This design comes from an exercise in tuning for small area and a short achievable clock period on the open sky130 flow, not from production work.
In this exercise RTL edits were held to simulation tests only and were not proved equivalent to the original.

## flow/design.v (module list and top-level ports; edited modules follow where they fit)
// module ALU: 6151 lines
// module alu_out: 141 lines
// module alu_add9: 48 lines
// module alu_seln: 4 lines
// module alu_selp: 4 lines
// module alu_fa: 4 lines
// module alu_ha: 4 lines
module ALU(
    input wire clk,
    input wire [(5**2*12)-1:0] din,
    input wire [(5**2*8)-1:0] kernel,  
    input wire [4-1:0] div,
    input wire [19-1:0] raddr_alu,
    input wire ren_alu,
    output wire [12-1:0] dout,
    output reg [19-1:0] waddr_alu,
    output wire wen_alu
    );
  // ...
==> flow/flow/run.sh <==
#!/bin/bash
# The standard layout (the standard.sh, standard synthesis included) with two
# changes to how it is made:
#  - the port buffers are sky130_fd_sc_hd__buf_1 instead of the cell buffer_ports
#    picks by default (a clkdlybuf4s50_1, a slow delay cell);
set -euo pipefail
SETUP_MARGIN=9.2
bash standard.sh "BUFFER_PORTS_ARGS=-buffer_cell sky130_fd_sc_hd__buf_1" \
  "SETUP_SLACK_MARGIN=$SETUP_MARGIN" finish > standard_finish.log 2>&1
==> flow/standard.sh <==
#!/bin/bash
# synth_recipe.tcl (not shown) runs the flow's synth.tcl, then flattens the netlist and writes it again
# the make line also repeats each setting of config.mk as NAME=value (left out here)
make -C /OpenROAD-flow-scripts/flow DESIGN_CONFIG=/design/flow/config.mk WORK_HOME=/design/flow/orfs CLKGATE_MAP_FILE= SYNTH_SCRIPT=/design/flow/synth_recipe.tcl "${@:-finish}"
==> flow/config.mk <==
export PLATFORM = sky130hd
export DESIGN_NAME = ALU
export DESIGN_NICKNAME = ALU
export VERILOG_FILES = /design/flow/design.v
export SDC_FILE = /design/flow/constraint.sdc
export NUM_CORES = 4
export LEC_CHECK = 0
export CAP_MARGIN = 20
export CORE_MARGIN = 2
export CORE_UTILIZATION = 35
export PLACE_DENSITY = 0.5
export SLEW_MARGIN = 20
export SYNTH_HIERARCHICAL = 1
export TNS_END_PERCENT = 10
==> flow/constraint.sdc <==
create_clock -name core_clock -period 18.0 [get_ports {clk}]
set_input_delay 3.6000 -clock core_clock [delete_from_list [all_inputs] [get_ports {clk}]]
set_output_delay 3.6000 -clock core_clock [all_outputs]
set_load 0.01 [all_outputs]
==> impl_table.tex, run 1 <==
\begin{tabular}{lr}
\hline
Metric & Value \\
\hline
\multicolumn{2}{l}{\textbf{Logic synthesis}} \\
\quad Combinational family with the most area after synthesis & adder cells \\
\quad Most used flip-flop cell after synthesis & sky130\_fd\_sc\_hd\_\_dfxtp\_1 \\
\quad Cell type with the highest aggregate area in the netlist & sky130\_fd\_sc\_hd\_\_fa\_1 \\
\quad Share of cell area taken by muxes after synthesis & 0.00118 \\
\quad Ranking of synthesized cells by area & sky130\_fd\_sc\_hd\_\_fa\_1, sky130\_fd\_sc\_hd\_\_a222oi\_1, sky130\_fd\_sc\_hd\_\_dfxtp\_1, sky130\_fd\_sc\_hd\_\_ha\_1, sky130\_fd\_sc\_hd\_\_nor2b\_1 \\
\quad Yosys synthesis warning count & 8 \\
\multicolumn{2}{l}{\textbf{Clocking}} \\
\quad Clock insertion delay at the later pin of the skew report & 0.58 ns \\
\quad Post-CTS setup buffer count & 65 \\
\quad H-tree levels & 4 \\
\multicolumn{2}{l}{\textbf{GRT}} \\
\quad Number of antenna violations at the first check in global routing & 35 \\
\quad Met3 usage in global routing & 0.292 \\
\quad Global route total overflow & 0 \\
\quad Largest net degree at the start of global routing & 28 \\
\quad Most used routing layer in global routing & met2 \\
\multicolumn{2}{l}{\textbf{Setup path}} \\
\quad Delay of the slowest cell on the worst path & 1.02 ns \\
\quad Data required time of the worst path & 18.45 ns \\
\quad Cell breakdown of the critical path & buf\_1 > buf\_6 > ha\_4 > fa\_2 > a21oi\_4 > inv\_1 > a21oi\_2 > xnor2\_2 > buf\_12 > a222oi\_1 > fa\_2 > fa\_2 > fa\_2 > fa\_2 > fa\_2 > fa\_1 > fa\_1 \\
\quad Launching element type of the critical path & input port \\
\quad Cell with the largest stage delay on the worst path & sky130\_fd\_sc\_hd\_\_a222oi\_1 \\
\quad Top cell family by delay on the critical path & adder cells \\
\multicolumn{2}{l}{\textbf{Timing}} \\
\quad Maximum achievable frequency & 110 MHz \\
\quad Worst setup margin & 8.93 ns \\
\quad RSZ-0062 raised after global routing & true \\
\quad Relative slew margins & 0.0759 \\
\multicolumn{2}{l}{\textbf{Floorplanning}} \\
\quad Cell Rows & 148 \\
\quad Effective utilization at floorplan & 0.353 \\
\multicolumn{2}{l}{\textbf{Layout}} \\
\quad ANT cells & 14 \\
\quad Signed area change from the synthesized netlist to the final layout & 18.2\% \\
\quad Commonest non-fill, non-tap cell in the layout & sky130\_fd\_sc\_hd\_\_a222oi\_1 \\
\quad Post-route cell area & 67,800 um\^{}2 \\
\quad Area of the multi-input gates & 54,000 um\^{}2 \\
\quad Final-stage net count & 7,898 \\
\quad CLK BUF & 17 \\
\quad Fraction of area in multi-input gates & 0.795 \\
\multicolumn{2}{l}{\textbf{Routing}} \\
\quad Amount of wire on met3 after detailed routing & 78,600 um \\
\quad WL final & 425,000 um \\
\multicolumn{2}{l}{\textbf{Status}} \\
\quad Status & finished clean \\
\multicolumn{2}{l}{\textbf{Hold path}} \\
\quad Type of the worst min-delay path & reg2reg \\
\multicolumn{2}{l}{\textbf{Placement}} \\
\quad RePlAce Congestion & 1.12 \\
\hline
\end{tabular}
==> inputs of run 2 (changes only) <==
==> flow/flow/run.sh (replaced) <==
#!/bin/bash
# The standard layout (the standard.sh, standard synthesis included) with
# these changes to how it is made:
#  - the port buffers are sky130_fd_sc_hd__buf_1 instead of the cell buffer_ports
#    picks by default (a clkdlybuf4s50_1, a slow delay cell);
#  - global routing holds back more of met1/met2 (flow/fastroute.tcl).
# All tool output goes to standard_finish.log here and to ORFS's per-step logs
# under orfs/logs.
set -euo pipefail
SETUP_MARGIN=9.3
bash standard.sh "BUFFER_PORTS_ARGS=-buffer_cell sky130_fd_sc_hd__buf_1" \
  "SETUP_SLACK_MARGIN=$SETUP_MARGIN" "FASTROUTE_TCL=$PWD/flow/fastroute.tcl" \
  finish > standard_finish.log 2>&1
==> flow/flow/fastroute.tcl (new file) <==
# Global routing layers as the platform sets them, but with more of met1 and
# met2 held back, so that global routing moves wires up to met3/met4 and leaves
# room on met1/met2 for pin access.
set_global_routing_layer_adjustment met1 0.5
set_global_routing_layer_adjustment met2 0.35
set_global_routing_layer_adjustment met3-$::env(MAX_ROUTING_LAYER) 0.2

set_routing_layers -clock $::env(MIN_CLK_ROUTING_LAYER)-$::env(MAX_ROUTING_LAYER)
set_routing_layers -signal $::env(MIN_ROUTING_LAYER)-$::env(MAX_ROUTING_LAYER)
--- a/flow/config.mk
+++ b/flow/config.mk
@@ -8,6 +8,6 @@
 export CAP_MARGIN = 20
 export CORE_MARGIN = 2
-export CORE_UTILIZATION = 35
-export PLACE_DENSITY = 0.5
+export CORE_UTILIZATION = 50
+export PLACE_DENSITY = 0.65
 export SLEW_MARGIN = 20
 export SYNTH_HIERARCHICAL = 1
==> run 2 against run 1 <==
Compared with the run above:
- the flow now stops in 5_1_grt
- synthesized cell count unchanged
- area after synthesis unchanged
==> impl_table.tex, run 2 <==
\begin{tabular}{lr}
\hline
Metric & Value \\
\hline
\multicolumn{2}{l}{\textbf{Status}} \\
\quad Status & stopped before the end (was finished clean) \\
\quad Halt point of the flow & 5\_1\_grt \\
\quad First reported error & [ERROR GRT-0116] Global routing finished with congestion. Check the congestion regions in the DRC Viewer. \\
\multicolumn{2}{l}{\textbf{Clocking}} \\
\quad Total clock buffers created by CTS & 17 (unchanged) \\
\quad Clk Tree Root Cell & sky130\_fd\_sc\_hd\_\_clkbuf\_16 (unchanged) \\
\quad Post-CTS Hold Buffers & 0 (unchanged) \\
\quad Count of clock tree sinks & 189 (unchanged) \\
\quad Buffer levels on the longest clock path & 2 (unchanged) \\
\quad H-tree levels & 4 (unchanged) \\
\multicolumn{2}{l}{\textbf{Logic synthesis}} \\
\quad Cell type with the highest aggregate area in the netlist & sky130\_fd\_sc\_hd\_\_fa\_1 (unchanged) \\
\quad Most used flip-flop cell after synthesis & sky130\_fd\_sc\_hd\_\_dfxtp\_1 (unchanged) \\
\quad Async set-reset flop share out of synthesis & 0 (unchanged) \\
\quad Fraction of the yosys area taken by sequential cells & 0.0659 (unchanged) \\
\quad EDFF count, synth & 0 (unchanged) \\
\quad Post-Syn Area & 57,400 um\^{}2 (unchanged) \\
\quad Ranking of synthesized cells by area & sky130\_fd\_sc\_hd\_\_fa\_1, sky130\_fd\_sc\_hd\_\_a222oi\_1, sky130\_fd\_sc\_hd\_\_dfxtp\_1, sky130\_fd\_sc\_hd\_\_ha\_1, sky130\_fd\_sc\_hd\_\_nor2b\_1 (unchanged) \\
\quad Syn Inst Count & 4,970 (unchanged) \\
\quad Count of unique library cells instantiated by Yosys & 78 (unchanged) \\
\quad Most numerous cell in the Yosys netlist & sky130\_fd\_sc\_hd\_\_fa\_1 (unchanged) \\
\quad Yosys synthesis warning count & 8 (unchanged) \\
\quad Syn\_area\_per\_cell & 11.6 um\^{}2 (unchanged) \\
\quad Area share of the largest cell type after synthesis & 0.458 (unchanged) \\
\quad Most frequent cells after synthesis & sky130\_fd\_sc\_hd\_\_fa\_1, sky130\_fd\_sc\_hd\_\_a222oi\_1, sky130\_fd\_sc\_hd\_\_nor2b\_1, sky130\_fd\_sc\_hd\_\_inv\_1, sky130\_fd\_sc\_hd\_\_nand2\_1 (unchanged) \\
\quad Flip-flop and latch count after synthesis & 189 (unchanged) \\
\multicolumn{2}{l}{\textbf{Placement}} \\
\quad Cell count after placement & 7,197 (was 7,904) \\
\quad Input/output buffers & 556 (unchanged) \\
\quad Worst slack at placement & 7.75 ns (was 7.51 ns) \\
\quad DP Wirelength & 313,000 um (was 354,000 um) \\
\quad RePlAce Congestion & 1.28 (was 1.12) \\
\multicolumn{2}{l}{\textbf{Floorplanning}} \\
\quad Chip Height & 343 um (was 409 um) \\
\quad Die Span X & 343 um (was 409 um) \\
\quad Effective utilization at floorplan & 0.503 (was 0.353) \\
\quad IO Pins & 557 (unchanged) \\
\quad Cell Rows & 124 (was 148) \\
\multicolumn{2}{l}{\textbf{GRT}} \\
\quad Largest net degree at the start of global routing & 28 \\
\hline
\end{tabular}
[run 2: cell counts after synthesis]
No cell type changed its count.
[run 2: worst max path at each step]
stage,cells past startpoint,end,startpoint,slack (ns)
2_1_floorplan,14,cs0_10_2$_DFF_P_,kernel[48],9.43
3_3_place_gp,13,cs0_10_2$_DFF_P_,kernel[141],7.67
4_1_cts,16,cs2_10_2$_DFF_P_,kernel[69],9.27
3_5_place_dp,14,cs1_10_2$_DFF_P_,kernel[109],7.75
[run 2: Yosys stat by module, one instance, submodules excluded, excerpt]
module,flip-flops and latches,cells,area [um^2],copies in the design
alu_seln,0,1,10.0,1152
alu_out,0,270,1930,3
alu_ha,0,1,12.5,21
alu_fa,0,1,20.0,1299
alu_selp,0,2,13.8,144
alu_add9,0,46,339,12
[run 2: what timing repair did]
item / 4_1_cts
setup endpoints to repair: 108
resized for setup: 497
setup buffers: 75
pin swaps: 186
[run 2: cell families after synthesis]
kind of cell,synth area share
other,0.000131
and+or+nand+nor,0.105
buffers and inverters,0.0220
DFF,0.0659
AOI/OAI and AO/OA,0.284
xor gates and xnor gates,0.0233
adders and majority gates,0.499
muxes,0.00118
[run 2: stage by stage]
| stage | instance area [um^2] | hold slack [ns] |
|---|---|---|
| after detailed placement | 62900 | 0.373 |
| after floorplan | 57400 | 0.404 |
| after CTS | 65600 | 0.386 |
| after global placement | 62900 | 0.368 |

[static timing again, ports no longer ideal]
The flow's constraints put no driver on any port. The routed layout listed below was extracted and timed again, unchanged, in two steps. Step 1 assumes that a clkbuf_16 drives the clock port and a buf_2 every other input. Step 2 also shifts input and output timing later by t, the mid clock arrival at the registers, as if the neighbouring blocks saw the same clock. Three values: no drivers, after step 1, after step 2; two values: the first two.
run: run 1
t (ns): 0.651
slack for setup (ns): 8.926 / 8.980 / 8.330
slew at the worst register clock pin (ns): 0.11 / 0.11
After both steps setup and hold are still met in run 1. The setup slack of run 1 moves by +0.054 ns with the drivers and by -0.596 ns with both steps.
